This design comes from an exercise in tuning for small area on the open sky130 flow, not from production work. RTL that was checked went through simulation tests only; none was proved equivalent to the original. Only the layout flow was run in run 6; the RTL was not checked for function there. Power figures rest on the tool's default switching activity, not on a simulated workload.

==> design.v <==
`timescale 1ns / 1ps
module ipmb_watchdog # (
   parameter integer TIMEOUT = 5000
)
(
    input clk,
    input rst,
    output [29:0] gpio_0,
    output [31:0] gpio_1,
    input [1:0] scl_i_in,
    input [1:0] scl_t_in,
    input [1:0] sda_i_in,
    input [1:0] sda_t_in,
    input [1:0] sv_scl_o,
    input [1:0] sv_scl_t,
    input ms_scl_o,
    input ms_scl_t,
    input [1:0] sv_sda_o,
    input [1:0] sv_sda_t,
    input ms_sda_o,
    input ms_sda_t
);
    localparam [12:0] MATCH_MSK = 13'h07fe;
    localparam [12:0] MATCH_VAL = 13'h06be;
    wire [19:0] x = {ms_sda_t, ms_sda_o, sv_sda_t[1], sv_sda_o[1], sv_sda_t[0], sv_sda_o[0],
                     ms_scl_t, ms_scl_o, sv_scl_t[1], sv_scl_o[1], sv_scl_t[0], sv_scl_o[0],
                     sda_t_in[1], sda_i_in[1], sda_t_in[0], sda_i_in[0],
                     scl_t_in[1], scl_i_in[1], scl_t_in[0], scl_i_in[0]};
    reg  [12:0] cnt [0:19];
    reg  [19:0] sflag;      
    wire [19:0] hit;        
    wire [19:0] ev;         
    genvar i;
    generate
        for (i = 0; i < 20; i = i + 1) begin : g_single
            assign hit[i] = (cnt[i] & MATCH_MSK) == MATCH_VAL;
            assign ev[i]  = ~x[i] & hit[i];
            always @(posedge clk) begin
                if (rst | x[i] | hit[i])
                    cnt[i] <= 13'd0;
                else
                    cnt[i] <= {~cnt[i][11:0], cnt[i][12] ^ cnt[i][2]};
                if (rst)
                    sflag[i] <= 1'b1;
                else if (ev[i])
                    sflag[i] <= 1'b0;
            end
        end
    endgenerate
    reg  [9:0] sel;         
    wire [9:0] pev;         
    reg  [9:4] pflag;       
    reg  [7:0] gcnt [0:3];
    generate
        for (i = 0; i < 10; i = i + 1) begin : g_pair
            assign pev[i] = ~x[2*i] & ~x[2*i+1] & (sel[i] ? hit[2*i] : hit[2*i+1]);
            always @(posedge clk) begin
                if (rst)
                    sel[i] <= 1'b1;
                else
                    sel[i] <= x[2*i] | (~x[2*i+1] & sel[i]);
            end
            if (i < 4) begin : g_cnt
                always @(posedge clk) begin
                    if (rst)
                        gcnt[i] <= 8'd0;
                    else if (pev[i] && gcnt[i] != 8'hff)
                        gcnt[i] <= gcnt[i] + 8'd1;
                end
            end else begin : g_flag
                always @(posedge clk) begin
                    if (rst)
                        pflag[i] <= 1'b1;
                    else if (pev[i])
                        pflag[i] <= 1'b0;
                end
            end
        end
    endgenerate
    wire [3:0] cflag;
    assign cflag[0] = ~|gcnt[0];
    assign cflag[1] = ~|gcnt[1];
    assign cflag[2] = ~|gcnt[2];
    assign cflag[3] = ~|gcnt[3];
    assign gpio_0 = {pflag[9:7], sflag[19:14], pflag[6:4], sflag[13:8],
                     cflag[3:2], sflag[7:4], cflag[1:0], sflag[3:0]};
    assign gpio_1 = {gcnt[3], gcnt[2], gcnt[1], gcnt[0]};
endmodule
==> run.sh <==
#!/bin/bash
# synth_recipe.tcl (not shown) runs the flow's synth.tcl, then flattens the netlist and writes it again
# the make line also repeats each setting of config.mk as NAME=value (left out here)
make -C /OpenROAD-flow-scripts/flow DESIGN_CONFIG=/design/flow/config.mk WORK_HOME=/design/flow/orfs CLKGATE_MAP_FILE= SYNTH_SCRIPT=/design/flow/synth_recipe.tcl finish
==> config.mk <==
export PLATFORM = sky130hd
export DESIGN_NAME = ipmb_watchdog
export DESIGN_NICKNAME = ipmb_watchdog
export VERILOG_FILES = /design/flow/design.v
export SDC_FILE = /design/flow/constraint.sdc
export NUM_CORES = 4
export LEC_CHECK = 0
export CAP_MARGIN = 20
export CORE_MARGIN = 2
export CORE_UTILIZATION = 40
export SLEW_MARGIN = 20
==> constraint.sdc <==
create_clock -name core_clock -period 10.0 [get_ports {clk}]
set_input_delay 2.0000 -clock core_clock [delete_from_list [all_inputs] [get_ports {clk}]]
set_output_delay 2.0000 -clock core_clock [all_outputs]
set_load 0.01 [all_outputs]
==> impl_metrics.xml, run 1 <==
<?xml version="1.0" encoding="UTF-8"?>
<metrics>
  <group name="synth">
    <metric name="synth_most_common_cell" unit="">dfxtp_1</metric>
    <metric name="synthFlopType" unit="">dfxtp_1</metric>
    <metric name="synth.lib_cells_used.distinct" unit="">62</metric>
    <metric name="async_flop_share" unit="%">0</metric>
    <metric name="yosys-top-cells-area" unit="">dfxtp_1, nor2_1, xnor2_1</metric>
    <metric name="postSynthRegisterBits" unit="">328</metric>
    <metric name="syn_area_per_cell" unit="µm²">9.97</metric>
    <metric name="yosys_warnings" unit="">3</metric>
    <metric name="synth.cells.most_frequent" unit="">dfxtp_1, nor2_1, nand2_1</metric>
    <metric name="synth-edff-count" unit="">0</metric>
    <metric name="synth-seq-area-share" unit="%">64.0</metric>
    <metric name="postSynthCellCount" unit="">1029</metric>
    <metric name="largest_area_contributor_in_the_netlist" unit="">dfxtp_1</metric>
    <metric name="syn-cell-area" unit="µm²">10300</metric>
    <metric name="post-synth-top-area-fraction" unit="%">64.0</metric>
    <metric name="postSynthNetCount" unit="">1059</metric>
  </group>
  <group name="die">
    <metric name="die_height" unit="µm">164</metric>
    <metric name="dieWidth" unit="µm">164</metric>
    <metric name="floorplan.die_area" unit="µm²">26900</metric>
    <metric name="starting_density" unit="%">40.7</metric>
    <metric name="fp-row-count" unit="">58</metric>
    <metric name="floorplan.core_area" unit="µm²">25200</metric>
    <metric name="io-pin-count" unit="">84</metric>
  </group>
  <group name="clock_tree">
    <metric name="post_cts.resized_instances" unit="">0</metric>
    <metric name="clk_tree_root_cell" unit="">clkbuf_16</metric>
    <metric name="clk_pin_slew" unit="ns">0.06</metric>
    <metric name="htree_num_levels" unit="">2</metric>
    <metric name="clock-sinks" unit="">328</metric>
    <metric name="cts-buffers-inserted" unit="">34</metric>
    <metric name="cts_tree" unit="">yes</metric>
    <metric name="number_of_buffers_on_the_longest_clock_path" unit="">3</metric>
    <metric name="clkLatencyLatePin" unit="ns">0.50</metric>
    <metric name="cts_hold_repair.buffers" unit="">0</metric>
    <metric name="post-cts-setup-buffers" unit="">0</metric>
  </group>
  <group name="detailed_routing">
    <metric name="postRouteWirelength" unit="mm">18.2</metric>
    <metric name="drt_first_pass_iters" unit="">5</metric>
    <metric name="drt_first_iter_violations" unit="">345</metric>
    <metric name="routed-via-count" unit="">7009</metric>
    <metric name="drc" unit="">0</metric>
    <metric name="wire_per_inst" unit="µm">12.3</metric>
    <metric name="post_drt_via_cell_ratio" unit="">4.75</metric>
    <metric name="postRouteAntennaNets" unit="">0</metric>
  </group>
  <group name="timing">
    <metric name="clock.fmax" unit="MHz">221</metric>
    <metric name="final.setup.tns" unit="ns">0</metric>
    <metric name="final_critical_path_setup_slack" unit="ns">5.48</metric>
    <metric name="hold_violations" unit="">0</metric>
    <metric name="min_period" unit="ns">4.52</metric>
    <metric name="finalSetupViolations" unit="">0</metric>
    <metric name="timing.clock.skew" unit="ns">0.0170</metric>
    <metric name="timing.final.max_slew_violations" unit="">0</metric>
    <metric name="min_period_over_period" unit="%">45.2</metric>
    <metric name="max_slew_headroom" unit="%">48.9</metric>
    <metric name="grt_setup_unrepaired" unit="">false</metric>
    <metric name="slew_at_the_pin_with_the_worst_max_slew_slack" unit="ns">0.767</metric>
  </group>
  <group name="run">
    <metric name="cap_violations" unit="">0</metric>
  </group>
  <group name="cells_and_area">
    <metric name="stdcell_area" unit="µm²">12600</metric>
    <metric name="fillers" unit="">2342</metric>
    <metric name="layout-area-overhead-vs-synth" unit="%">22.8</metric>
    <metric name="antennaDiodeCount" unit="">0</metric>
    <metric name="post_route_cells_drive_above_1_share" unit="%">6.90</metric>
    <metric name="final_net_count" unit="">1152</metric>
  </group>
  <group name="power">
    <metric name="power_density" unit="nW/µm²">222</metric>
    <metric name="p_leak" unit="nW">5.28</metric>
    <metric name="vdd_ir_drop_max" unit="mV">0.176</metric>
    <metric name="power.share.switching" unit="%">20.1</metric>
    <metric name="seq_power_share" unit="%">49.9</metric>
    <metric name="power_frac_clock" unit="%">47.4</metric>
    <metric name="internal-power" unit="mW">2.24</metric>
    <metric name="combinationalPowerShare" unit="%">2.7</metric>
    <metric name="power_switching" unit="µW">562</metric>
  </group>
  <group name="setup_path">
    <metric name="startpoint_type_of_the_worst_setup_path" unit="">flop</metric>
    <metric name="required" unit="ns">8.00</metric>
    <metric name="worstPathArrival" unit="ns">2.52</metric>
    <metric name="critPathMaxFanout" unit="">5</metric>
    <metric name="worst-setup-path-type" unit="">reg -&gt; out</metric>
    <metric name="end_kind" unit="">output pin</metric>
  </group>
  <group name="placed_design">
    <metric name="post_dp_cell_area" unit="µm²">11400</metric>
    <metric name="detailedPlacementHpwl" unit="mm">12.1</metric>
    <metric name="dp_worst_setup_slack" unit="ns">5.93</metric>
    <metric name="number_of_buffers_added_on_ports" unit="">83</metric>
    <metric name="place.gp.congestion" unit="">0.718</metric>
  </group>
  <group name="global_route">
    <metric name="globalRouteOverflowTotal" unit="">0</metric>
    <metric name="number_of_antenna_violations_at_the_first_check_in_global_routing" unit="">0</metric>
    <metric name="grt_pass1_vias" unit="">6599</metric>
    <metric name="grt_pass1_wl" unit="mm">30.7</metric>
    <metric name="grt_max_degree" unit="">69</metric>
    <metric name="gr-usage-all-layers" unit="%">13.7</metric>
  </group>
  <group name="status">
    <metric name="status" unit="">no timing/DRC/antenna violations</metric>
  </group>
  <group name="hold_path">
    <metric name="min-delay-path-class" unit="">reg -&gt; reg</metric>
  </group>
</metrics>
==> through the flow <==
stage / power, mW / util, % / hold slack [ns] / instances
final: 2.80 / 50.0 / 0.379 / 1475
after global routing: 2.91 / 50.0 / 0.382 / 1475
after CTS: 2.84 / 50.0 / 0.381 / 1475
after detailed placement: 1.50 / 45.3 / 0.371 / 1416
after global placement: 1.50 / 45.3 / 0.369 / 1416
after floorplan: 1.47 / - / 0.368 / 1029
==> worst max-delay path: stages, from the launching register on <==
cell	delay, ns
dfxtp_1	0.34
inv_1	0.10
ha_1	0.15
or4b_2	0.57
nor4_1	0.26
clkdlybuf4s50_1	0.61
==> registers in the layout, indices dropped and copies added (netlist names) <==
register  count
cnt         260
gcnt         32
pflag         6
sel          10
sflag        20
==> cell families after synthesis <==
group                    count (synthesis)  share of synthesized area [%]
AND/OR/NAND/NOR                        502                           23.8
flip-flops                             328                           64.0
AO/OA/AOI/OAI                           92                           5.85
buffers and inverters                   67                           2.57
XOR/XNOR                                27                           2.31
adder cells (fa/ha/maj)                  8                          0.976
multiplexers                             5                          0.512
==> layout by cell type (no fill, tap or decap), types with 5 or more instances in the layout <==
cell             count
dfxtp_1            328
nor2_1             317
clkdlybuf4s50_1     82
nand2_1             48
o21ai_0             37
clkbuf_16           37
inv_1               36
xnor2_1             24
nand4_1             21
a21oi_1             19
and4b_1             16
nand3_1             14
or3_1               14
nand4b_1            13
nor4_1              11
ha_1                 8
clkbuf_1             8
nor3_1               7
a21o_1               7
and3_1               6
nand2b_1             5
or2_2                5
clkbuf_8             5
bufinv_16            5
==> path summary, 6_finish.rpt <==
path	from	to	slack [ns]	depth (start not counted)
worst max register to register	gcnt[3][1]	gcnt[3][5]	8.08	6
worst min-delay path	cnt[7][0]	cnt[7][1]	0.38	1
worst min register to register	cnt[7][0]	cnt[7][1]	0.38	1
worst max-delay path	gcnt[2][0]	gpio_0[10]	5.48	5
==> layout make-up <==
| class | instances | area [µm²] | share of cell area [%] |
|---|---|---|---|
| clock inverter | 9 | 170 | 1.35 |
| sequential | 328 | 6570 | 52.1 |
| tap | 330 | 413 | 3.28 |
| timing repair buffer | 87 | 856 | 6.79 |
| clock buffer | 50 | 1020 | 8.13 |
| multi-input combinational | 634 | 3430 | 27.2 |
| inverter | 37 | 139 | 1.10 |
==> per-layer routing <==
| layer | track usage, % | part of all wire [%] | vias up |
|---|---|---|---|
| met5 | 0 | 0 | - |
| met4 | 5.06 | 2.4 | 0 |
| met3 | 4.04 | 5.6 | 35 |
| met2 | 21.1 | 43 | 98 |
| met1 | 18.2 | 49 | 3271 |
| li1 | - | - | 3605 |
==> power groups by stage <==
stage               registers [mW]  logic (mW)  clock network [mW]
floorplan                     1.42      0.0559                   0
global placement              1.43      0.0763                   0
detailed placement            1.43      0.0784                   0
CTS                           1.40      0.0786                1.37
global route                  1.40      0.0893                1.42
finish                        1.40      0.0768                1.33
==> run 2, diff against run 1 <==
==> flow/run.sh (new file) <==
#!/bin/bash
# Standard ORFS layout, with small port buffers and a lighter clock tree.
set -euo pipefail
export BUFFER_PORTS_ARGS="-buffer_cell sky130_fd_sc_hd__buf_1"
export CTS_ARGS="-sink_clustering_enable -repair_clock_nets -dont_use_dummy_load -buf_list {sky130_fd_sc_hd__clkbuf_4} -root_buf sky130_fd_sc_hd__clkbuf_4"
bash standard.sh finish > flow_make.log 2>&1
==> standard.sh (new file) <==
#!/bin/bash
# synth_recipe.tcl (not shown) runs the flow's synth.tcl, then flattens the netlist and writes it again
# the make line also repeats each setting of config.mk as NAME=value (left out here)
make -C /OpenROAD-flow-scripts/flow DESIGN_CONFIG=/design/flow/config.mk WORK_HOME=/design/flow/orfs CLKGATE_MAP_FILE= SYNTH_SCRIPT=/design/flow/synth_recipe.tcl "${@:-finish}"
--- a/config.mk
+++ b/config.mk
@@ -8,4 +8,5 @@
 export CAP_MARGIN = 20
 export CORE_MARGIN = 2
-export CORE_UTILIZATION = 40
+export CORE_UTILIZATION = 70
+export PLACE_DENSITY = 0.8
 export SLEW_MARGIN = 20
removed: run.sh
==> impl_metrics.xml, run 2 <==
<?xml version="1.0" encoding="UTF-8"?>
<metrics>
  <group name="clock_tree">
    <metric name="post-cts-setup-buffers" unit="">0</metric>
    <metric name="cts_tree" unit="">yes</metric>
    <metric name="clock-sinks" unit="">328</metric>
    <metric name="clk_pin_slew" unit="ns">0.07</metric>
    <metric name="cts_hold_repair.buffers" unit="">0</metric>
    <metric name="cts-buffers-inserted" unit="">80</metric>
    <metric name="htree_num_levels" unit="">3</metric>
    <metric name="post_cts.resized_instances" unit="">0</metric>
    <metric name="number_of_buffers_on_the_longest_clock_path" unit="">3</metric>
    <metric name="clk_tree_root_cell" unit="">clkbuf_4</metric>
    <metric name="clkLatencyLatePin" unit="ns">0.64</metric>
  </group>
  <group name="synth">
    <metric name="yosys_warnings" unit="">3</metric>
    <metric name="synth.cells.most_frequent" unit="">dfxtp_1, nor2_1, nand2_1</metric>
    <metric name="synth_top_family_by_area" unit="">simple AND/OR/NAND/NOR gates</metric>
    <metric name="postSynthCellCount" unit="">1029</metric>
    <metric name="syn-cell-area" unit="µm²">10300</metric>
    <metric name="synth_most_common_cell" unit="">dfxtp_1</metric>
    <metric name="synth_simple_gate_area_share" unit="%">23.8</metric>
    <metric name="synth-compound-area-share" unit="%">5.85</metric>
    <metric name="synth-seq-area-share" unit="%">64.0</metric>
    <metric name="post-synth-top-area-fraction" unit="%">64.0</metric>
    <metric name="async_flop_share" unit="%">0</metric>
    <metric name="synth-edff-count" unit="">0</metric>
    <metric name="largest_area_contributor_in_the_netlist" unit="">dfxtp_1</metric>
    <metric name="synthFlopType" unit="">dfxtp_1</metric>
    <metric name="syn_area_per_cell" unit="µm²">9.97</metric>
    <metric name="postSynthRegisterBits" unit="">328</metric>
    <metric name="muxShareOfSynthArea" unit="%">0.512</metric>
    <metric name="yosys-top-cells-area" unit="">dfxtp_1, nor2_1, xnor2_1</metric>
    <metric name="synth_fa_ha_area_share" unit="%">0.976</metric>
    <metric name="postSynthNetCount" unit="">1059</metric>
    <metric name="synth.lib_cells_used.distinct" unit="">62</metric>
    <metric name="synth-xor-area-share" unit="%">2.31</metric>
  </group>
  <group name="hold_path">
    <metric name="min-delay-path-class" unit="">reg -&gt; reg</metric>
    <metric name="hold_crit_start" unit="">cnt[16][0]</metric>
    <metric name="hold_depth" unit="">1</metric>
    <metric name="worst_hold_path.endpoint" unit="">cnt[16][1]</metric>
  </group>
  <group name="detailed_routing">
    <metric name="wl_met1" unit="mm">7.96</metric>
    <metric name="routed-wl-met2" unit="mm">7.60</metric>
    <metric name="postRouteWirelength" unit="mm">16.9</metric>
    <metric name="postRouteAntennaNets" unit="">0</metric>
    <metric name="top_layer_used" unit="">met4</metric>
    <metric name="drc" unit="">0</metric>
    <metric name="routed-via-count" unit="">7153</metric>
    <metric name="wl_met3" unit="mm">1.07</metric>
    <metric name="post_drt_via_cell_ratio" unit="">5.29</metric>
    <metric name="drt_first_iter_violations" unit="">297</metric>
    <metric name="wire_per_inst" unit="µm">12.5</metric>
    <metric name="drt_first_pass_iters" unit="">5</metric>
  </group>
  <group name="status">
    <metric name="status" unit="">no timing/DRC/antenna violations</metric>
  </group>
  <group name="placed_design">
    <metric name="dp_worst_setup_slack" unit="ns">6.05</metric>
    <metric name="placedCellCount" unit="">1269</metric>
    <metric name="number_of_buffers_added_on_ports" unit="">83</metric>
    <metric name="place.gp.congestion" unit="">0.799</metric>
    <metric name="post_dp_cell_area" unit="µm²">10700</metric>
    <metric name="detailedPlacementHpwl" unit="mm">11.2</metric>
  </group>
  <group name="setup_path">
    <metric name="worst-setup-path-type" unit="">reg -&gt; out</metric>
    <metric name="crit_path_max_incr_delay" unit="ns">0.59</metric>
    <metric name="worstPathArrival" unit="ns">2.37</metric>
    <metric name="regToRegSetupSlack" unit="ns">8.09</metric>
    <metric name="end_kind" unit="">output pin</metric>
    <metric name="required" unit="ns">8.00</metric>
    <metric name="startpoint_type_of_the_worst_setup_path" unit="">flop</metric>
    <metric name="path_cells" unit="">inv_1 &gt; ha_1 &gt; or4b_2 &gt; nor4_1 &gt; buf_1</metric>
    <metric name="critPathMaxFanout" unit="">6</metric>
    <metric name="reg2regPathDepth" unit="">6</metric>
    <metric name="rr_startpoint" unit="">gcnt[3][0]</metric>
    <metric name="slowest_stage" unit="">or4b_2</metric>
    <metric name="timing.rr.end" unit="">gcnt[3][4]</metric>
  </group>
  <group name="cells_and_area">
    <metric name="layout_commonest_cell" unit="">dfxtp_1</metric>
    <metric name="final_net_count" unit="">1197</metric>
    <metric name="post_route_cells_drive_above_1_share" unit="%">9.18</metric>
    <metric name="top_register" unit="">cnt</metric>
    <metric name="stdcell_area" unit="µm²">11300</metric>
    <metric name="largest_register_ff_count" unit="">260</metric>
    <metric name="largest_registers" unit="">cnt x260, gcnt x32, sflag x20</metric>
    <metric name="layout-area-overhead-vs-synth" unit="%">10.2</metric>
    <metric name="fin_cells" unit="">1351</metric>
    <metric name="layout.cells.most_common_list" unit="">dfxtp_1, nor2_1, buf_1, clkbuf_4, nand2_1</metric>
    <metric name="finalCoreUtilization" unit="%">78.4</metric>
  </group>
  <group name="timing">
    <metric name="min_period_over_period" unit="%">43.7</metric>
    <metric name="clock.fmax" unit="MHz">229</metric>
    <metric name="final.hold.worst_slack" unit="ns">0.369</metric>
    <metric name="min_period" unit="ns">4.37</metric>
    <metric name="timing.final.max_slew_violations" unit="">0</metric>
    <metric name="slew_at_the_pin_with_the_worst_max_slew_slack" unit="ns">0.877</metric>
    <metric name="hold_violations" unit="">0</metric>
    <metric name="finalSetupViolations" unit="">0</metric>
    <metric name="max_slew_headroom" unit="%">41.5</metric>
    <metric name="final.setup.tns" unit="ns">0</metric>
    <metric name="grt_setup_unrepaired" unit="">false</metric>
    <metric name="timing.clock.skew" unit="ns">0.0567</metric>
    <metric name="final_critical_path_setup_slack" unit="ns">5.63</metric>
  </group>
  <group name="power">
    <metric name="power.total" unit="mW">2.26</metric>
    <metric name="combinationalPowerShare" unit="%">3.1</metric>
    <metric name="power_density" unit="nW/µm²">200</metric>
    <metric name="internal-power" unit="mW">1.76</metric>
    <metric name="power_switching" unit="µW">497</metric>
    <metric name="p_leak" unit="nW">4.83</metric>
    <metric name="seq_power_share" unit="%">62.0</metric>
    <metric name="vdd_ir_drop_max" unit="mV">0.149</metric>
    <metric name="power.share.switching" unit="%">22.0</metric>
    <metric name="power_frac_clock" unit="%">34.8</metric>
  </group>
  <group name="die">
    <metric name="fp-row-count" unit="">44</metric>
    <metric name="floorplan.die_area" unit="µm²">15600</metric>
    <metric name="die_height" unit="µm">125</metric>
    <metric name="starting_density" unit="%">71.1</metric>
    <metric name="dieWidth" unit="µm">125</metric>
    <metric name="io-pin-count" unit="">84</metric>
    <metric name="floorplan.core_area" unit="µm²">14400</metric>
  </group>
  <group name="run">
    <metric name="cap_violations" unit="">0</metric>
  </group>
  <group name="global_route">
    <metric name="gr-usage-all-layers" unit="%">22.8</metric>
    <metric name="number_of_antenna_violations_at_the_first_check_in_global_routing" unit="">1</metric>
    <metric name="grt_pass1_wl" unit="mm">30.2</metric>
    <metric name="grt_pass1_vias" unit="">7042</metric>
    <metric name="grt_max_degree" unit="">69</metric>
    <metric name="globalRouteOverflowTotal" unit="">0</metric>
  </group>
</metrics>
## run 2: cell types whose count changed in the layout (fill, tap and decap cells not counted), moves of 2 or more
cell             delta
clkbuf_16          -37
clkbuf_4           +80
buf_1              +82
clkbuf_1            -8
diode_2             +2
clkdlybuf4s50_1    -82
clkinv_2            -4
bufinv_16           -5
clkbuf_8            -5
## run 2: how the worst max path moves through the flow
stage	slack, ns	end	startpoint	depth (start not counted)
floorplan	6.49	gpio_0[10]	gcnt[2][0]	4
global placement	6.04	gcnt[3][2]	rst	6
detailed placement	6.05	gcnt[3][2]	rst	6
CTS	5.60	gpio_0[10]	gcnt[2][1]	5
global route	5.51	gpio_0[10]	gcnt[2][1]	5
finish	5.63	gpio_0[10]	gcnt[2][1]	5
## run 2: power by group through the flow
stage,logic [mW],clock network (mW),registers (mW)
2_1_floorplan,0.0559,0,1.42
3_3_place_gp,0.0691,0,1.43
3_5_place_dp,0.0723,0,1.43
4_1_cts,0.0722,0.815,1.40
5_1_grt,0.0829,0.883,1.41
6_report,0.0710,0.787,1.40
## run 2: cell type report
cell class / instances / area [µm²]
diodes: 2 / 5.00
clock buffers: 80 / 601
fillers: 1032 / 3120
inverters: 37 / 139
multi-input cells: 634 / 3430
flip-flops and latches: 328 / 6570
well taps: 184 / 230
repair buffers: 86 / 335
## run 2: cell families (layout without fill, tap and decap cells)
| logic type | after synthesis | count (layout) |
|---|---|---|
| muxes | 5 | 5 |
| adders and majority gates | 8 | 8 |
| and+or+nand+nor | 502 | 502 |
| DFF | 328 | 328 |
| other | 0 | 2 |
| buffers and inverters | 67 | 203 |
| xor gates and xnor gates | 27 | 27 |
| AOI/OAI and AO/OA | 92 | 92 |
## run 2: per-layer routing
metal  GRT usage [%]  up-vias
met5               0        -
met3            8.34       28
met4            8.82        0
met2            35.1      141
met1            29.5     3277
li1                -     3707
## run 2: worst max-delay path: cells and delay by family (launching register included)
| kind | cells | cell delay (ns) |
|---|---|---|
| AND/OR/NAND/NOR | 2 | 0.96 |
| adder cells (fa/ha/maj) | 1 | 0.13 |
| buffers and inverters | 2 | 0.28 |
| flip-flops | 1 | 0.36 |
==> run 3, diff against run 2 <==
--- a/config.mk
+++ b/config.mk
@@ -8,5 +8,5 @@
 export CAP_MARGIN = 20
 export CORE_MARGIN = 2
-export CORE_UTILIZATION = 70
-export PLACE_DENSITY = 0.8
+export CORE_UTILIZATION = 55
+export PLACE_DENSITY = 0.65
 export SLEW_MARGIN = 20
==> impl_metrics.xml, run 3 <==
<?xml version="1.0" encoding="UTF-8"?>
<metrics>
  <group name="status">
    <metric name="status" unit="">no timing/DRC/antenna violations</metric>
  </group>
  <group name="detailed_routing">
    <metric name="routed-via-count" unit="">7101</metric>
    <metric name="drc" unit="">0</metric>
    <metric name="postRouteAntennaNets" unit="">0</metric>
    <metric name="drt_first_iter_violations" unit="">271</metric>
    <metric name="drt_first_pass_iters" unit="">4</metric>
    <metric name="wire_per_inst" unit="µm">12.4</metric>
    <metric name="post_drt_via_cell_ratio" unit="">5.08</metric>
    <metric name="postRouteWirelength" unit="mm">17.3</metric>
  </group>
  <group name="synth">
    <metric name="synth.lib_cells_used.distinct" unit="">62</metric>
    <metric name="yosys_warnings" unit="">3</metric>
    <metric name="post-synth-top-area-fraction" unit="%">64.0</metric>
    <metric name="syn_area_per_cell" unit="µm²">9.97</metric>
    <metric name="synthFlopType" unit="">dfxtp_1</metric>
    <metric name="synth-edff-count" unit="">0</metric>
    <metric name="postSynthCellCount" unit="">1029</metric>
    <metric name="postSynthRegisterBits" unit="">328</metric>
    <metric name="synth-seq-area-share" unit="%">64.0</metric>
    <metric name="largest_area_contributor_in_the_netlist" unit="">dfxtp_1</metric>
    <metric name="postSynthNetCount" unit="">1059</metric>
    <metric name="syn-cell-area" unit="µm²">10300</metric>
    <metric name="yosys-top-cells-area" unit="">dfxtp_1, nor2_1, xnor2_1</metric>
    <metric name="synth_most_common_cell" unit="">dfxtp_1</metric>
    <metric name="synth.cells.most_frequent" unit="">dfxtp_1, nor2_1, nand2_1</metric>
    <metric name="async_flop_share" unit="%">0</metric>
  </group>
  <group name="cells_and_area">
    <metric name="final_net_count" unit="">1200</metric>
    <metric name="layout.cells.most_common_list" unit="">dfxtp_1, nor2_1, clkbuf_4, buf_1, nand2_1</metric>
    <metric name="largest_register_ff_count" unit="">260</metric>
    <metric name="largest_registers" unit="">cnt x260, gcnt x32, sflag x20</metric>
    <metric name="fillers" unit="">1627</metric>
    <metric name="layout-area-overhead-vs-synth" unit="%">10.9</metric>
    <metric name="post_route_cells_drive_above_1_share" unit="%">9.42</metric>
    <metric name="top_register" unit="">cnt</metric>
    <metric name="layout_commonest_cell" unit="">dfxtp_1</metric>
  </group>
  <group name="timing">
    <metric name="timing.clock.skew" unit="ns">0.0322</metric>
    <metric name="grt_setup_unrepaired" unit="">false</metric>
    <metric name="timing.final.max_slew_violations" unit="">0</metric>
    <metric name="finalSetupViolations" unit="">0</metric>
    <metric name="slew_at_the_pin_with_the_worst_max_slew_slack" unit="ns">0.561</metric>
    <metric name="min_period_over_period" unit="%">43.1</metric>
    <metric name="final_critical_path_setup_slack" unit="ns">5.69</metric>
    <metric name="clock.fmax" unit="MHz">232</metric>
    <metric name="final.setup.tns" unit="ns">0</metric>
    <metric name="min_period" unit="ns">4.31</metric>
    <metric name="max_slew_headroom" unit="%">62.2</metric>
    <metric name="hold_violations" unit="">0</metric>
  </group>
  <group name="power">
    <metric name="seq_power_share" unit="%">61.8</metric>
    <metric name="vdd_ir_drop_max" unit="mV">0.138</metric>
    <metric name="combinationalPowerShare" unit="%">3.2</metric>
    <metric name="power_switching" unit="µW">494</metric>
    <metric name="power_frac_clock" unit="%">35.0</metric>
    <metric name="p_leak" unit="nW">4.85</metric>
    <metric name="internal-power" unit="mW">1.77</metric>
    <metric name="power_density" unit="nW/µm²">199</metric>
    <metric name="power.share.switching" unit="%">21.8</metric>
  </group>
  <group name="clock_tree">
    <metric name="number_of_buffers_on_the_longest_clock_path" unit="">3</metric>
    <metric name="post_cts.resized_instances" unit="">0</metric>
    <metric name="cts-buffers-inserted" unit="">82</metric>
    <metric name="post-cts-setup-buffers" unit="">0</metric>
    <metric name="clkLatencyLatePin" unit="ns">0.63</metric>
    <metric name="clock-sinks" unit="">328</metric>
    <metric name="clk_pin_slew" unit="ns">0.06</metric>
    <metric name="cts_hold_repair.buffers" unit="">0</metric>
    <metric name="clk_tree_root_cell" unit="">clkbuf_4</metric>
    <metric name="cts_tree" unit="">yes</metric>
    <metric name="htree_num_levels" unit="">3</metric>
  </group>
  <group name="setup_path">
    <metric name="rr_startpoint" unit="">gcnt[3][0]</metric>
    <metric name="startpoint_type_of_the_worst_setup_path" unit="">flop</metric>
    <metric name="critPathMaxFanout" unit="">5</metric>
    <metric name="reg2regPathDepth" unit="">6</metric>
    <metric name="regToRegSetupSlack" unit="ns">8.07</metric>
    <metric name="worst-setup-path-type" unit="">reg -&gt; out</metric>
    <metric name="timing.rr.end" unit="">gcnt[3][4]</metric>
    <metric name="required" unit="ns">8.00</metric>
    <metric name="end_kind" unit="">output pin</metric>
    <metric name="worstPathArrival" unit="ns">2.31</metric>
  </group>
  <group name="hold_path">
    <metric name="min-delay-path-class" unit="">reg -&gt; reg</metric>
    <metric name="hold_crit_start" unit="">cnt[13][11]</metric>
    <metric name="worst_hold_path.endpoint" unit="">cnt[13][12]</metric>
    <metric name="hold_depth" unit="">1</metric>
  </group>
  <group name="placed_design">
    <metric name="place.gp.congestion" unit="">0.724</metric>
    <metric name="number_of_buffers_added_on_ports" unit="">83</metric>
    <metric name="dp_worst_setup_slack" unit="ns">6.33</metric>
    <metric name="detailedPlacementHpwl" unit="mm">11.6</metric>
  </group>
  <group name="run">
    <metric name="cap_violations" unit="">0</metric>
  </group>
  <group name="global_route">
    <metric name="grt_max_degree" unit="">47</metric>
    <metric name="grt_pass1_vias" unit="">6775</metric>
    <metric name="grt_pass1_wl" unit="mm">30.1</metric>
    <metric name="number_of_antenna_violations_at_the_first_check_in_global_routing" unit="">1</metric>
    <metric name="gr-usage-all-layers" unit="%">18.1</metric>
    <metric name="globalRouteOverflowTotal" unit="">0</metric>
  </group>
  <group name="die">
    <metric name="dieWidth" unit="µm">141</metric>
    <metric name="floorplan.die_area" unit="µm²">19800</metric>
    <metric name="floorplan.core_area" unit="µm²">18100</metric>
    <metric name="starting_density" unit="%">56.5</metric>
    <metric name="fp-row-count" unit="">49</metric>
    <metric name="io-pin-count" unit="">84</metric>
    <metric name="die_height" unit="µm">141</metric>
  </group>
</metrics>
[run 3: changes by cell type in the layout (fill, tap and decap cells not counted), sizes merged]
| cell | change |
|---|---|
| clkbuf | +2 |
| diode | -1 |
| buf | +1 |
[run 3: layer usage]
metal	routed length [µm]	share of wire, %	global-route usage, %
met5	0	0	0
met4	289	1.7	8.79
met3	990	5.7	6.01
met1	8700	50	24.6
met2	7360	42	26.3
[run 3: worst max path at each step]
| stage | cells past startpoint | start | endpoint |
|---|---|---|---|
| finish | 5 | gcnt[2][0] | gpio_0[10] |
| global route | 5 | gcnt[2][0] | gpio_0[10] |
| CTS | 5 | gcnt[2][0] | gpio_0[10] |
| detailed placement | 5 | rst | cnt[2][11] |
| global placement | 4 | rst | cnt[9][0] |
| floorplan | 4 | gcnt[2][0] | gpio_0[10] |
[run 3: area by class of cell]
type	count	area, µm²	share of cell area, %
flip-flops and latches	328	6570	57.7
diodes	1	2.50	0.0220
well taps	229	287	2.52
inverters	37	139	1.22
repair buffers	87	343	3.01
multi-input cells	634	3430	30.1
clock buffers	82	616	5.41
[run 3: logic make-up after synthesis]
group | after synthesis | share of synthesized area [%]
compound gates | 92 | 5.85
xor+xnor | 27 | 2.31
fa+ha+maj | 8 | 0.976
buf+inv | 67 | 2.57
flops | 328 | 64.0
mux | 5 | 0.512
simple gates | 502 | 23.8
[run 3: power groups by stage]
stage                     clock network, mW  logic, mW  registers [mW]
final                                 0.793     0.0718            1.40
after global routing                  0.900     0.0834            1.41
after CTS                             0.837     0.0733            1.40
after detailed placement                  0     0.0732            1.43
after global placement                    0     0.0708            1.43
after floorplan                           0     0.0559            1.42
[run 3: worst max-delay path, cell delays in order, from the launching register on]
cell and delay, ns:
dfxtp_1 0.34, inv_1 0.10, ha_1 0.14, or4b_2 0.57, nor4_1 0.33, buf_1 0.20
[run 3: metrics by stage]
step	power [mW]	utilization (%)	cells	hold slack [ns]	cell area [µm²]
final	2.26	62.7	1398	0.352	11400
after global routing	2.39	62.7	1398	0.379	11400
after CTS	2.31	62.7	1397	0.355	11400
after detailed placement	1.50	59.3	1315	0.372	10800
after global placement	1.50	59.3	1315	0.368	10800
after floorplan	1.47	-	1029	0.368	10300
==> run 4, diff against run 3 <==
==> flow/run.sh (replaced) <==
#!/bin/bash
# Standard ORFS layout, with small port buffers and a lighter clock tree.
set -euo pipefail
export BUFFER_PORTS_ARGS="-buffer_cell sky130_fd_sc_hd__buf_1"
export CTS_ARGS="-sink_clustering_enable -repair_clock_nets -dont_use_dummy_load -buf_list {sky130_fd_sc_hd__clkbuf_4} -root_buf sky130_fd_sc_hd__clkbuf_8 -sink_clustering_size 11 -sink_clustering_max_diameter 35"
bash standard.sh finish > flow_make.log 2>&1
--- a/config.mk
+++ b/config.mk
@@ -8,5 +8,5 @@
 export CAP_MARGIN = 20
 export CORE_MARGIN = 2
-export CORE_UTILIZATION = 55
-export PLACE_DENSITY = 0.65
+export CORE_UTILIZATION = 70
+export PLACE_DENSITY = 0.8
 export SLEW_MARGIN = 20
==> impl_metrics.xml, run 4 <==
<?xml version="1.0" encoding="UTF-8"?>
<metrics>
  <group name="detailed_routing">
    <metric name="wire_per_inst" unit="µm">12.5</metric>
    <metric name="routed-via-count" unit="">6962</metric>
    <metric name="post_drt_via_cell_ratio" unit="">5.31</metric>
    <metric name="postRouteAntennaNets" unit="">0</metric>
    <metric name="drt_first_pass_iters" unit="">5</metric>
    <metric name="drt_first_iter_violations" unit="">332</metric>
    <metric name="postRouteWirelength" unit="mm">16.4</metric>
    <metric name="drc" unit="">0</metric>
  </group>
  <group name="synth">
    <metric name="postSynthRegisterBits" unit="">328</metric>
    <metric name="synth.cells.most_frequent" unit="">dfxtp_1, nor2_1, nand2_1</metric>
    <metric name="synth-seq-area-share" unit="%">64.0</metric>
    <metric name="synth-edff-count" unit="">0</metric>
    <metric name="postSynthCellCount" unit="">1029</metric>
    <metric name="post-synth-top-area-fraction" unit="%">64.0</metric>
    <metric name="async_flop_share" unit="%">0</metric>
    <metric name="synthFlopType" unit="">dfxtp_1</metric>
    <metric name="syn_area_per_cell" unit="µm²">9.97</metric>
    <metric name="synth.lib_cells_used.distinct" unit="">62</metric>
    <metric name="postSynthNetCount" unit="">1059</metric>
    <metric name="yosys_warnings" unit="">3</metric>
    <metric name="synth_most_common_cell" unit="">dfxtp_1</metric>
    <metric name="syn-cell-area" unit="µm²">10300</metric>
    <metric name="largest_area_contributor_in_the_netlist" unit="">dfxtp_1</metric>
    <metric name="yosys-top-cells-area" unit="">dfxtp_1, nor2_1, xnor2_1</metric>
  </group>
  <group name="setup_path">
    <metric name="reg2regPathDepth" unit="">6</metric>
    <metric name="required" unit="ns">8.00</metric>
    <metric name="end_kind" unit="">output pin</metric>
    <metric name="worstPathArrival" unit="ns">2.27</metric>
    <metric name="rr_startpoint" unit="">gcnt[3][0]</metric>
    <metric name="regToRegSetupSlack" unit="ns">8.06</metric>
    <metric name="worstSetupStartpoint" unit="">gcnt[2][0]</metric>
    <metric name="cp-endpoint" unit="">gpio_0[10]</metric>
    <metric name="worst-setup-path-type" unit="">reg -&gt; out</metric>
    <metric name="critPathMaxFanout" unit="">5</metric>
    <metric name="timing.rr.end" unit="">gcnt[3][4]</metric>
    <metric name="startpoint_type_of_the_worst_setup_path" unit="">flop</metric>
  </group>
  <group name="run">
    <metric name="cap_violations" unit="">0</metric>
  </group>
  <group name="placed_design">
    <metric name="detailedPlacementHpwl" unit="mm">11.2</metric>
    <metric name="number_of_buffers_added_on_ports" unit="">83</metric>
    <metric name="place.gp.congestion" unit="">0.799</metric>
    <metric name="dp_worst_setup_slack" unit="ns">6.05</metric>
  </group>
  <group name="global_route">
    <metric name="grt_pass1_vias" unit="">6656</metric>
    <metric name="grt_pass1_wl" unit="mm">29.1</metric>
    <metric name="gr-usage-all-layers" unit="%">21.7</metric>
    <metric name="grt_max_degree" unit="">69</metric>
    <metric name="globalRouteOverflowTotal" unit="">0</metric>
    <metric name="number_of_antenna_violations_at_the_first_check_in_global_routing" unit="">0</metric>
  </group>
  <group name="clock_tree">
    <metric name="post-cts-setup-buffers" unit="">0</metric>
    <metric name="clkLatencyLatePin" unit="ns">0.54</metric>
    <metric name="clk_pin_slew" unit="ns">0.11</metric>
    <metric name="clock-sinks" unit="">328</metric>
    <metric name="htree_num_levels" unit="">2</metric>
    <metric name="cts_tree" unit="">yes</metric>
    <metric name="clk_tree_root_cell" unit="">clkbuf_8</metric>
    <metric name="number_of_buffers_on_the_longest_clock_path" unit="">3</metric>
    <metric name="cts-buffers-inserted" unit="">41</metric>
    <metric name="cts_hold_repair.buffers" unit="">0</metric>
    <metric name="post_cts.resized_instances" unit="">0</metric>
  </group>
  <group name="cells_and_area">
    <metric name="fillers" unit="">1060</metric>
    <metric name="layout-area-overhead-vs-synth" unit="%">7.60</metric>
    <metric name="post_route_cells_drive_above_1_share" unit="%">6.04</metric>
    <metric name="largest_register_ff_count" unit="">260</metric>
    <metric name="final_net_count" unit="">1158</metric>
    <metric name="antennaDiodeCount" unit="">0</metric>
    <metric name="layout.cells.most_common_list" unit="">dfxtp_1, nor2_1, buf_1, nand2_1, o21ai_0</metric>
    <metric name="largest_registers" unit="">cnt x260, gcnt x32, sflag x20</metric>
    <metric name="layout_commonest_cell" unit="">dfxtp_1</metric>
    <metric name="top_register" unit="">cnt</metric>
  </group>
  <group name="timing">
    <metric name="final_critical_path_setup_slack" unit="ns">5.73</metric>
    <metric name="timing.final.max_slew_violations" unit="">0</metric>
    <metric name="hold_violations" unit="">0</metric>
    <metric name="grt_setup_unrepaired" unit="">false</metric>
    <metric name="max_slew_headroom" unit="%">39.4</metric>
    <metric name="min_period_over_period" unit="%">42.7</metric>
    <metric name="min_period" unit="ns">4.27</metric>
    <metric name="slew_at_the_pin_with_the_worst_max_slew_slack" unit="ns">0.907</metric>
    <metric name="timing.clock.skew" unit="ns">0.0522</metric>
    <metric name="finalSetupViolations" unit="">0</metric>
    <metric name="final.setup.tns" unit="ns">0</metric>
    <metric name="clock.fmax" unit="MHz">234</metric>
  </group>
  <group name="status">
    <metric name="status" unit="">no timing/DRC/antenna violations</metric>
  </group>
  <group name="die">
    <metric name="starting_density" unit="%">71.1</metric>
    <metric name="dieWidth" unit="µm">125</metric>
    <metric name="die_height" unit="µm">125</metric>
    <metric name="io-pin-count" unit="">84</metric>
    <metric name="fp-row-count" unit="">44</metric>
    <metric name="floorplan.die_area" unit="µm²">15600</metric>
    <metric name="floorplan.core_area" unit="µm²">14400</metric>
  </group>
  <group name="power">
    <metric name="power_density" unit="nW/µm²">186</metric>
    <metric name="p_leak" unit="nW">4.66</metric>
    <metric name="vdd_ir_drop_max" unit="mV">0.135</metric>
  </group>
  <group name="hold_path">
    <metric name="min-delay-path-class" unit="">reg -&gt; reg</metric>
  </group>
</metrics>
==> run 4: cell type report <==
type / count / area [µm²] / area share, %
clock buffer: 41 / 339 / 3.07
inverter: 37 / 139 / 1.26
multi-input combinational: 634 / 3430 / 31.1
sequential: 328 / 6570 / 59.5
tap: 184 / 230 / 2.09
timing repair buffer: 86 / 335 / 3.04
==> run 4: cells by family (layout without fill, tap and decap cells) <==
kind of cell	after synthesis	in the layout	synth area share [%]
xor gates and xnor gates	27	27	2.31
muxes	5	5	0.512
adders and majority gates	8	8	0.976
DFF	328	328	64.0
AOI/OAI and AO/OA	92	92	5.85
buffers and inverters	67	164	2.57
and+or+nand+nor	502	502	23.8
==> run 4: per-stage QoR <==
stage	instances	cell area, µm²	total power, mW	hold slack [ns]	utilization [%]
finish	1310	11000	2.06	0.369	76.5
global route	1310	11000	2.15	0.387	76.5
CTS	1310	11000	2.08	0.362	76.5
detailed placement	1269	10700	1.50	0.371	74.2
global placement	1269	10700	1.49	0.369	74.2
floorplan	1029	10300	1.47	0.368	-
==> run 4: worst min-delay path by stage <==
stage / cells past startpoint / to / slack, ns / start
final: 1 / cnt[5][1] / 0.37 / cnt[5][0]
after global routing: 1 / cnt[5][1] / 0.39 / cnt[5][0]
after CTS: 1 / cnt[4][1] / 0.36 / cnt[4][0]
after detailed placement: 1 / cnt[7][12] / 0.37 / cnt[7][11]
after global placement: 1 / cnt[15][1] / 0.37 / cnt[15][0]
after floorplan: 1 / cnt[0][12] / 0.37 / cnt[0][11]
==> run 4: per-layer routing <==
metal | GRT usage, % | routed length, µm
met1 | 29.0 | 7980
met2 | 34.0 | 7260
met3 | 6.03 | 887
met4 | 8.37 | 282
met5 | 0 | 0
==> run 4: critical path, stage by stage, from the launching register on <==
cell and delay (ns):
dfxtp_1 0.36, inv_1 0.10, ha_1 0.14, or4b_2 0.59, nor4_1 0.36, buf_1 0.21
==> run 4: report_power, final <==
part	switching [mW]	internal, mW	leakage, nW
Clock	0.375	0.213	0.202
Sequential	0.0304	1.37	2.70
Combinational	0.0437	0.0272	1.76
Total	0.449	1.61	4.66
==> run 5, diff against run 4 <==
==> flow/run.sh (replaced) <==
#!/bin/bash
# Standard ORFS layout, with small port buffers and a lighter clock tree.
set -euo pipefail
export BUFFER_PORTS_ARGS="-buffer_cell sky130_fd_sc_hd__buf_1"
export CTS_ARGS="-sink_clustering_enable -repair_clock_nets -dont_use_dummy_load -buf_list {sky130_fd_sc_hd__clkbuf_8} -root_buf sky130_fd_sc_hd__clkbuf_8 -sink_clustering_size 18 -sink_clustering_max_diameter 45"
bash standard.sh finish > flow_make.log 2>&1
==> impl_metrics.xml, run 5 <==
<?xml version="1.0" encoding="UTF-8"?>
<metrics>
  <group name="synth">
    <metric name="postSynthRegisterBits" unit="">328</metric>
    <metric name="yosys_warnings" unit="">3</metric>
    <metric name="postSynthNetCount" unit="">1059</metric>
    <metric name="yosys-top-cells-area" unit="">dfxtp_1, nor2_1, xnor2_1</metric>
    <metric name="synth.lib_cells_used.distinct" unit="">62</metric>
    <metric name="async_flop_share" unit="%">0</metric>
    <metric name="syn_area_per_cell" unit="µm²">9.97</metric>
    <metric name="post-synth-top-area-fraction" unit="%">64.0</metric>
    <metric name="synth.cells.most_frequent" unit="">dfxtp_1, nor2_1, nand2_1</metric>
    <metric name="synth-edff-count" unit="">0</metric>
    <metric name="largest_area_contributor_in_the_netlist" unit="">dfxtp_1</metric>
    <metric name="synth_most_common_cell" unit="">dfxtp_1</metric>
    <metric name="synth-seq-area-share" unit="%">64.0</metric>
    <metric name="postSynthCellCount" unit="">1029</metric>
    <metric name="synthFlopType" unit="">dfxtp_1</metric>
    <metric name="syn-cell-area" unit="µm²">10300</metric>
  </group>
  <group name="detailed_routing">
    <metric name="drt_first_iter_violations" unit="">329</metric>
    <metric name="drt_first_pass_iters" unit="">4</metric>
    <metric name="postRouteAntennaNets" unit="">0</metric>
    <metric name="wire_per_inst" unit="µm">12.6</metric>
    <metric name="postRouteWirelength" unit="mm">16.4</metric>
    <metric name="drc" unit="">0</metric>
    <metric name="routed-via-count" unit="">6913</metric>
    <metric name="post_drt_via_cell_ratio" unit="">5.32</metric>
  </group>
  <group name="timing">
    <metric name="timing.clock.skew" unit="ns">0.0516</metric>
    <metric name="final.setup.tns" unit="ns">0</metric>
    <metric name="finalSetupViolations" unit="">0</metric>
    <metric name="clock.fmax" unit="MHz">235</metric>
    <metric name="timing.final.max_slew_violations" unit="">0</metric>
    <metric name="min_period" unit="ns">4.26</metric>
    <metric name="slew_at_the_pin_with_the_worst_max_slew_slack" unit="ns">0.908</metric>
    <metric name="grt_setup_unrepaired" unit="">false</metric>
    <metric name="min_period_over_period" unit="%">42.6</metric>
    <metric name="max_slew_headroom" unit="%">39.4</metric>
    <metric name="hold_violations" unit="">0</metric>
  </group>
  <group name="setup_path">
    <metric name="critPathMaxFanout" unit="">5</metric>
    <metric name="required" unit="ns">8.00</metric>
    <metric name="worst-setup-path-type" unit="">reg -&gt; out</metric>
    <metric name="slowest_stage" unit="">or4b_2</metric>
    <metric name="worstPathArrival" unit="ns">2.26</metric>
    <metric name="rr_startpoint" unit="">gcnt[3][0]</metric>
    <metric name="path_cells" unit="">inv_1 &gt; ha_1 &gt; or4b_2 &gt; nor4_1 &gt; buf_1</metric>
    <metric name="timing.rr.end" unit="">gcnt[3][4]</metric>
    <metric name="startpoint_type_of_the_worst_setup_path" unit="">flop</metric>
    <metric name="end_kind" unit="">output pin</metric>
    <metric name="crit_path_max_incr_delay" unit="ns">0.59</metric>
    <metric name="regToRegSetupSlack" unit="ns">8.07</metric>
    <metric name="reg2regPathDepth" unit="">6</metric>
  </group>
  <group name="clock_tree">
    <metric name="htree_num_levels" unit="">1</metric>
    <metric name="cts_hold_repair.buffers" unit="">0</metric>
    <metric name="clk_tree_root_cell" unit="">clkbuf_8</metric>
    <metric name="post_cts.resized_instances" unit="">0</metric>
    <metric name="number_of_buffers_on_the_longest_clock_path" unit="">3</metric>
    <metric name="clkLatencyLatePin" unit="ns">0.56</metric>
    <metric name="cts_tree" unit="">yes</metric>
    <metric name="cts-buffers-inserted" unit="">30</metric>
    <metric name="post-cts-setup-buffers" unit="">0</metric>
    <metric name="clk_pin_slew" unit="ns">0.10</metric>
    <metric name="clock-sinks" unit="">328</metric>
  </group>
  <group name="die">
    <metric name="io-pin-count" unit="">84</metric>
    <metric name="floorplan.die_area" unit="µm²">15600</metric>
    <metric name="starting_density" unit="%">71.1</metric>
    <metric name="dieWidth" unit="µm">125</metric>
    <metric name="die_height" unit="µm">125</metric>
    <metric name="floorplan.core_area" unit="µm²">14400</metric>
    <metric name="fp-row-count" unit="">44</metric>
  </group>
  <group name="cells_and_area">
    <metric name="antennaDiodeCount" unit="">0</metric>
    <metric name="post_route_cells_drive_above_1_share" unit="%">5.11</metric>
    <metric name="stdcell_area" unit="µm²">11100</metric>
    <metric name="layout.cells.most_common_list" unit="">dfxtp_1, nor2_1, buf_1, nand2_1, o21ai_0</metric>
    <metric name="top_register" unit="">cnt</metric>
    <metric name="largest_register_ff_count" unit="">260</metric>
    <metric name="largest_registers" unit="">cnt x260, gcnt x32, sflag x20</metric>
    <metric name="layout_commonest_cell" unit="">dfxtp_1</metric>
    <metric name="layout-area-overhead-vs-synth" unit="%">8.32</metric>
    <metric name="final_net_count" unit="">1147</metric>
  </group>
  <group name="power">
    <metric name="p_leak" unit="nW">4.68</metric>
    <metric name="power_density" unit="nW/µm²">190</metric>
    <metric name="power.total" unit="mW">2.11</metric>
    <metric name="power_switching" unit="µW">448</metric>
    <metric name="internal-power" unit="mW">1.66</metric>
    <metric name="vdd_ir_drop_max" unit="mV">0.155</metric>
    <metric name="combinationalPowerShare" unit="%">3.4</metric>
    <metric name="power_frac_clock" unit="%">30.3</metric>
    <metric name="seq_power_share" unit="%">66.3</metric>
    <metric name="power.share.switching" unit="%">21.2</metric>
  </group>
  <group name="placed_design">
    <metric name="post_dp_cell_area" unit="µm²">10700</metric>
    <metric name="detailedPlacementHpwl" unit="mm">11.2</metric>
    <metric name="place.gp.congestion" unit="">0.799</metric>
    <metric name="number_of_buffers_added_on_ports" unit="">83</metric>
  </group>
  <group name="hold_path">
    <metric name="min-delay-path-class" unit="">reg -&gt; reg</metric>
    <metric name="hold_depth" unit="">1</metric>
    <metric name="hold_crit_start" unit="">cnt[18][0]</metric>
    <metric name="worst_hold_path.endpoint" unit="">cnt[18][1]</metric>
  </group>
  <group name="global_route">
    <metric name="number_of_antenna_violations_at_the_first_check_in_global_routing" unit="">0</metric>
    <metric name="gr-usage-all-layers" unit="%">21.3</metric>
    <metric name="globalRouteOverflowTotal" unit="">0</metric>
    <metric name="grt_pass1_wl" unit="mm">28.9</metric>
    <metric name="grt_max_degree" unit="">69</metric>
    <metric name="grt_pass1_vias" unit="">6587</metric>
  </group>
  <group name="status">
    <metric name="status" unit="">no timing/DRC/antenna violations</metric>
  </group>
  <group name="run">
    <metric name="cap_violations" unit="">0</metric>
  </group>
</metrics>
run 5: cell counts after synthesis:
No cell type changed its count.
run 5: worst max path at each step:
| stage | from | endpoint | slack (ns) | depth (start not counted) |
|---|---|---|---|---|
| 2_1_floorplan | gcnt[2][0] | gpio_0[10] | 6.49 | 4 |
| 3_3_place_gp | rst | gcnt[3][2] | 6.04 | 6 |
| 3_5_place_dp | rst | gcnt[3][2] | 6.05 | 6 |
| 4_1_cts | gcnt[2][0] | gpio_0[10] | 5.71 | 5 |
| 5_1_grt | gcnt[2][0] | gpio_0[10] | 5.64 | 5 |
| 6_report | gcnt[2][0] | gpio_0[10] | 5.74 | 5 |
run 5: per-layer routing:
metal / routed length [µm] / track usage, % / share of wire [%]
met1: 7990 / 29.3 / 49
met2: 7320 / 34.7 / 45
met3: 835 / 4.58 / 5.1
met4: 247 / 5.42 / 1.5
met5: 0 / 0 / 0
run 5: power groups by stage:
stage	clock network, mW	logic [mW]	registers, mW
after global placement	0	0.0691	1.43
after floorplan	0	0.0559	1.42
final	0.639	0.0711	1.40
after CTS	0.661	0.0722	1.40
after global routing	0.709	0.0830	1.40
after detailed placement	0	0.0723	1.43
run 5: per-stage QoR:
stage	util [%]	std cells	hold slack [ns]	setup slack, ns
3_5_place_dp	74.2	1269	0.371	6.05
2_1_floorplan	-	1029	0.368	6.49
4_1_cts	77.0	1299	0.353	5.71
5_1_grt	77.0	1299	0.354	5.64
6_report	77.0	1299	0.351	5.74
3_3_place_gp	74.2	1269	0.369	6.04
run 5: critical path, delay by kind of cell (launching register included):
family,cells,cell delay (ns)
buf+inv,2,0.31
fa+ha+maj,1,0.14
flops,1,0.34
simple gates,2,0.95
run 5: logic make-up after synthesis:
kind of cell,Yosys count,synth area share [%]
and+or+nand+nor,502,23.8
DFF,328,64.0
AOI/OAI and AO/OA,92,5.85
buffers and inverters,67,2.57
xor gates and xnor gates,27,2.31
adders and majority gates,8,0.976
muxes,5,0.512
run 5: layout make-up:
class / count / area [µm²]
Multi-Input combinational cell: 634 / 3430
Inverter: 37 / 139
Tap cell: 184 / 230
Fill cell: 1027 / 3310
Sequential cell: 328 / 6570
Timing Repair Buffer: 86 / 335
Clock buffer: 30 / 413
==> run 6, diff against run 5 <==
--- a/design.v
+++ b/design.v
@@ -31,5 +31,5 @@
     wire [19:0] hit;        
     wire [19:0] ev;         
-    genvar i;
+    genvar i, j;
     generate
         for (i = 0; i < 20; i = i + 1) begin : g_single
@@ -62,9 +62,14 @@
             end
             if (i < 4) begin : g_cnt
+                wire [8:0] k;
+                assign k[0] = pev[i];
+                for (j = 0; j < 8; j = j + 1) begin : g_k
+                    assign k[j+1] = k[j] & gcnt[i][j];
+                end
                 always @(posedge clk) begin
                     if (rst)
                         gcnt[i] <= 8'd0;
-                    else if (pev[i] && gcnt[i] != 8'hff)
-                        gcnt[i] <= gcnt[i] + 8'd1;
+                    else if (!k[8])
+                        gcnt[i] <= gcnt[i] ^ k[7:0];
                 end
             end else begin : g_flag
==> flow/run.sh (replaced) <==
#!/bin/bash
# Standard ORFS layout, with small port buffers and a lighter clock tree.
set -euo pipefail
export BUFFER_PORTS_ARGS="-buffer_cell sky130_fd_sc_hd__buf_1"
export CTS_ARGS="-sink_clustering_enable -repair_clock_nets -dont_use_dummy_load -buf_list {sky130_fd_sc_hd__clkbuf_4} -root_buf sky130_fd_sc_hd__clkbuf_8 -sink_clustering_size 11 -sink_clustering_max_diameter 35"
bash standard.sh finish > flow_make.log 2>&1
--- a/config.mk
+++ b/config.mk
@@ -8,5 +8,5 @@
 export CAP_MARGIN = 20
 export CORE_MARGIN = 2
-export CORE_UTILIZATION = 70
-export PLACE_DENSITY = 0.8
+export CORE_UTILIZATION = 85
+export PLACE_DENSITY = 0.92
 export SLEW_MARGIN = 20
==> impl_metrics.xml, run 6 <==
<?xml version="1.0" encoding="UTF-8"?>
<metrics>
  <group name="status">
    <metric name="status" unit="">no timing/DRC/antenna violations</metric>
  </group>
  <group name="placed_design">
    <metric name="place.gp.congestion" unit="">0.784</metric>
    <metric name="post_dp_cell_area" unit="µm²">10300</metric>
    <metric name="number_of_buffers_added_on_ports" unit="">83</metric>
    <metric name="detailedPlacementHpwl" unit="mm">13.3</metric>
  </group>
  <group name="clock_tree">
    <metric name="htree_num_levels" unit="">2</metric>
    <metric name="clk_pin_slew" unit="ns">0.12</metric>
    <metric name="post_cts.resized_instances" unit="">0</metric>
    <metric name="number_of_buffers_on_the_longest_clock_path" unit="">3</metric>
    <metric name="clk_tree_root_cell" unit="">clkbuf_8</metric>
    <metric name="post-cts-setup-buffers" unit="">0</metric>
    <metric name="cts_tree" unit="">yes</metric>
    <metric name="clkLatencyLatePin" unit="ns">0.52</metric>
    <metric name="clock-sinks" unit="">328</metric>
    <metric name="cts-buffers-inserted" unit="">37</metric>
    <metric name="cts_hold_repair.buffers" unit="">0</metric>
  </group>
  <group name="detailed_routing">
    <metric name="postRouteAntennaNets" unit="">0</metric>
    <metric name="postRouteWirelength" unit="mm">20.0</metric>
    <metric name="drt_first_pass_iters" unit="">6</metric>
    <metric name="wire_per_inst" unit="µm">17.0</metric>
    <metric name="drc" unit="">0</metric>
    <metric name="post_drt_via_cell_ratio" unit="">5.86</metric>
    <metric name="drt_first_iter_violations" unit="">382</metric>
    <metric name="routed-via-count" unit="">6873</metric>
  </group>
  <group name="cells_and_area">
    <metric name="stdcell_area" unit="µm²">10700</metric>
    <metric name="largest_registers" unit="">cnt x260, gcnt x32, sflag x20</metric>
    <metric name="fillers" unit="">394</metric>
    <metric name="layout_commonest_cell" unit="">dfxtp_1</metric>
    <metric name="layout.cells.most_common_list" unit="">dfxtp_1, nor2_1, buf_1, mux2i_1</metric>
    <metric name="post_route_cells_drive_above_1_share" unit="%">4.96</metric>
    <metric name="antennaDiodeCount" unit="">0</metric>
    <metric name="finalCoreUtilization" unit="%">92.9</metric>
    <metric name="top_register" unit="">cnt</metric>
    <metric name="largest_register_ff_count" unit="">260</metric>
    <metric name="layout-area-overhead-vs-synth" unit="%">6.46</metric>
    <metric name="final_net_count" unit="">1085</metric>
  </group>
  <group name="timing">
    <metric name="finalSetupViolations" unit="">0</metric>
    <metric name="min_period" unit="ns">4.36</metric>
    <metric name="timing.final.max_slew_violations" unit="">0</metric>
    <metric name="slew_at_the_pin_with_the_worst_max_slew_slack" unit="ns">0.795</metric>
    <metric name="hold_violations" unit="">0</metric>
    <metric name="grt_setup_unrepaired" unit="">false</metric>
    <metric name="clock.fmax" unit="MHz">229</metric>
    <metric name="final.setup.tns" unit="ns">0</metric>
    <metric name="min_period_over_period" unit="%">43.6</metric>
    <metric name="timing.clock.skew" unit="ns">0.0615</metric>
    <metric name="max_slew_headroom" unit="%">47.0</metric>
  </group>
  <group name="global_route">
    <metric name="grt_pass1_wl" unit="mm">32.9</metric>
    <metric name="globalRouteOverflowTotal" unit="">0</metric>
    <metric name="gr-usage-all-layers" unit="%">32.0</metric>
    <metric name="grt_pass1_vias" unit="">7227</metric>
    <metric name="number_of_antenna_violations_at_the_first_check_in_global_routing" unit="">0</metric>
    <metric name="grt_max_degree" unit="">46</metric>
  </group>
  <group name="synth">
    <metric name="synth-edff-count" unit="">0</metric>
    <metric name="postSynthRegisterBits" unit="">328</metric>
    <metric name="synth.cells.most_frequent" unit="">dfxtp_1, nor2_1, mux2i_1</metric>
    <metric name="yosys_warnings" unit="">3</metric>
    <metric name="yosys-top-cells-area" unit="">dfxtp_1, nor2_1, ha_1</metric>
    <metric name="synth-seq-area-share" unit="%">65.6</metric>
    <metric name="postSynthNetCount" unit="">995</metric>
    <metric name="syn_area_per_cell" unit="µm²">10.6</metric>
    <metric name="synth_most_common_cell" unit="">dfxtp_1</metric>
    <metric name="post-synth-top-area-fraction" unit="%">65.6</metric>
    <metric name="largest_area_contributor_in_the_netlist" unit="">dfxtp_1</metric>
    <metric name="async_flop_share" unit="%">0</metric>
    <metric name="syn-cell-area" unit="µm²">10000</metric>
    <metric name="synthFlopType" unit="">dfxtp_1</metric>
    <metric name="postSynthCellCount" unit="">941</metric>
    <metric name="synth.lib_cells_used.distinct" unit="">32</metric>
  </group>
  <group name="die">
    <metric name="die_height" unit="µm">113</metric>
    <metric name="io-pin-count" unit="">84</metric>
    <metric name="starting_density" unit="%">87.3</metric>
    <metric name="fp-row-count" unit="">39</metric>
    <metric name="dieWidth" unit="µm">113</metric>
    <metric name="floorplan.die_area" unit="µm²">12700</metric>
    <metric name="floorplan.core_area" unit="µm²">11500</metric>
  </group>
  <group name="setup_path">
    <metric name="regToRegSetupSlack" unit="ns">6.46</metric>
    <metric name="worst-setup-path-type" unit="">in -&gt; reg</metric>
    <metric name="rr_startpoint" unit="">cnt[5][2]</metric>
    <metric name="startpoint_type_of_the_worst_setup_path" unit="">input port</metric>
    <metric name="end_kind" unit="">flop</metric>
    <metric name="reg2regPathDepth" unit="">14</metric>
    <metric name="required" unit="ns">10.37</metric>
    <metric name="critPathMaxFanout" unit="">8</metric>
    <metric name="worstPathArrival" unit="ns">4.73</metric>
    <metric name="timing.rr.end" unit="">gcnt[2][3]</metric>
  </group>
  <group name="power">
    <metric name="p_leak" unit="nW">4.61</metric>
    <metric name="power_density" unit="nW/µm²">193</metric>
    <metric name="vdd_ir_drop_max" unit="mV">0.165</metric>
  </group>
  <group name="hold_path">
    <metric name="hold_depth" unit="">1</metric>
    <metric name="worst_hold_path.endpoint" unit="">cnt[16][5]</metric>
    <metric name="min-delay-path-class" unit="">reg -&gt; reg</metric>
    <metric name="hold_crit_start" unit="">cnt[16][4]</metric>
  </group>
  <group name="run">
    <metric name="cap_violations" unit="">0</metric>
  </group>
</metrics>
[run 6: cell types whose count changed after synthesis, moves of 11 or more]
cell / change
a21oi_1: -15
o21ai_0: -19
nand2_1: -34
ha_1: +24
inv_1: -26
nor2_1: -11
nand3_1: -14
nand2b_1: +24
buf_2: +17
mux2i_1: +30
clkbuf_1: -18
[run 6: stage by stage]
stage	hold WS, ns	setup WS [ns]	power, mW	cells
after detailed placement	0.372	5.21	1.50	1135
after global placement	0.369	5.54	1.49	1135
after CTS	0.374	5.69	2.06	1172
after global routing	0.394	5.52	2.12	1172
after floorplan	0.368	5.73	1.48	941
final	0.378	5.64	2.05	1172
[run 6: final cells by class]
cell class,instances,area (µm²),area share (%)
Tap cell,143,179,1.68
Sequential cell,328,6570,61.6
Inverter,10,37.5,0.352
Multi-Input combinational cell,570,3240,30.4
Clock buffer,37,309,2.90
Timing Repair Buffer,84,320,3.01
[run 6: critical path, stage by stage]
cell and delay, ns:
buf_1 0.10, nand2b_1 0.17, a221oi_1 0.39, ha_1 0.23
ha_1 0.18, ha_1 0.16, ha_1 0.16, ha_1 0.17
ha_1 0.15, ha_1 0.15, ha_1 0.46, mux2i_1 0.33
nor2_1 0.08
[run 6: worst max-delay path by stage]
stage | slack [ns] | cells after the start | startpoint | to
2_1_floorplan | 5.73 | 13 | scl_t_in[0] | gcnt[0][0]
3_3_place_gp | 5.54 | 13 | sda_t_in[0] | gcnt[2][3]
3_5_place_dp | 5.21 | 13 | sda_t_in[0] | gcnt[2][3]
4_1_cts | 5.69 | 13 | sda_t_in[0] | gcnt[2][3]
5_1_grt | 5.52 | 13 | sda_t_in[0] | gcnt[2][3]
6_report | 5.64 | 13 | sda_t_in[0] | gcnt[2][3]
[run 6: layer usage]
metal  up-vias  track usage, %  share of wire, %
met1      3275            36.2                39
met5         -               0                 0
met4         0            13.7               3.5
li1       3274               -                 -
met3        78            5.56               4.9
met2       246            59.4                52
[run 6: power by group]
part	switching [mW]	internal [mW]	leakage, nW
Combinational	0.0482	0.0276	1.72
Clock	0.379	0.195	0.183
Sequential	0.0353	1.37	2.70
[run 6: cell families (layout without fill, tap and decap cells)]
logic type,after synthesis,in the layout,synth area share (%)
XOR/XNOR,20,20,1.75
adder cells (fa/ha/maj),32,32,4.00
AO/OA/AOI/OAI,41,41,2.68
AND/OR/NAND/NOR,444,444,20.7
buffers and inverters,43,131,1.99
multiplexers,33,33,3.30
flip-flops,328,328,65.6

[afterwards: timing with drivers on the ports]
No port has a modelled driver above. Below, the same layouts with a new extraction and two added sets of constraints. Step 1 sets driving cells, clkbuf_16 on the clock port and buf_2 on the other inputs (assumed; they add their load-dependent delay and slew). Step 2 also shifts input and output timing later by t, the mid clock arrival at the registers, as if the neighbouring blocks saw the same clock. Three values: ideal, step 1, step 2; two values: the first two.
run	shift t [ns]	setup slack, ns	worst hold slack (ns)	worst data-port slew with drivers (ns)
run 1	0.538	5.476 / 5.430 / 5.968	0.379 / 0.379 / 0.379	0.04
run 2	0.658	5.632 / 5.593 / 6.083	0.369 / 0.369 / 0.369	0.05
run 3	0.655	5.691 / 5.649 / 6.304	0.352 / 0.352 / 0.352	0.05
run 4	0.549	5.729 / 5.690 / 6.054	0.369 / 0.369 / 0.369	0.05
run 5	0.572	5.738 / 5.700 / 6.055	0.351 / 0.351 / 0.351	0.05
run 6	0.526	5.639 / 5.657 / 5.131	0.378 / 0.378 / 0.378	0.06
After both steps setup and hold are still met in every run listed. The setup slack of run 6, which loses most, moves by +0.018 ns with the drivers and by -0.508 ns with both steps.
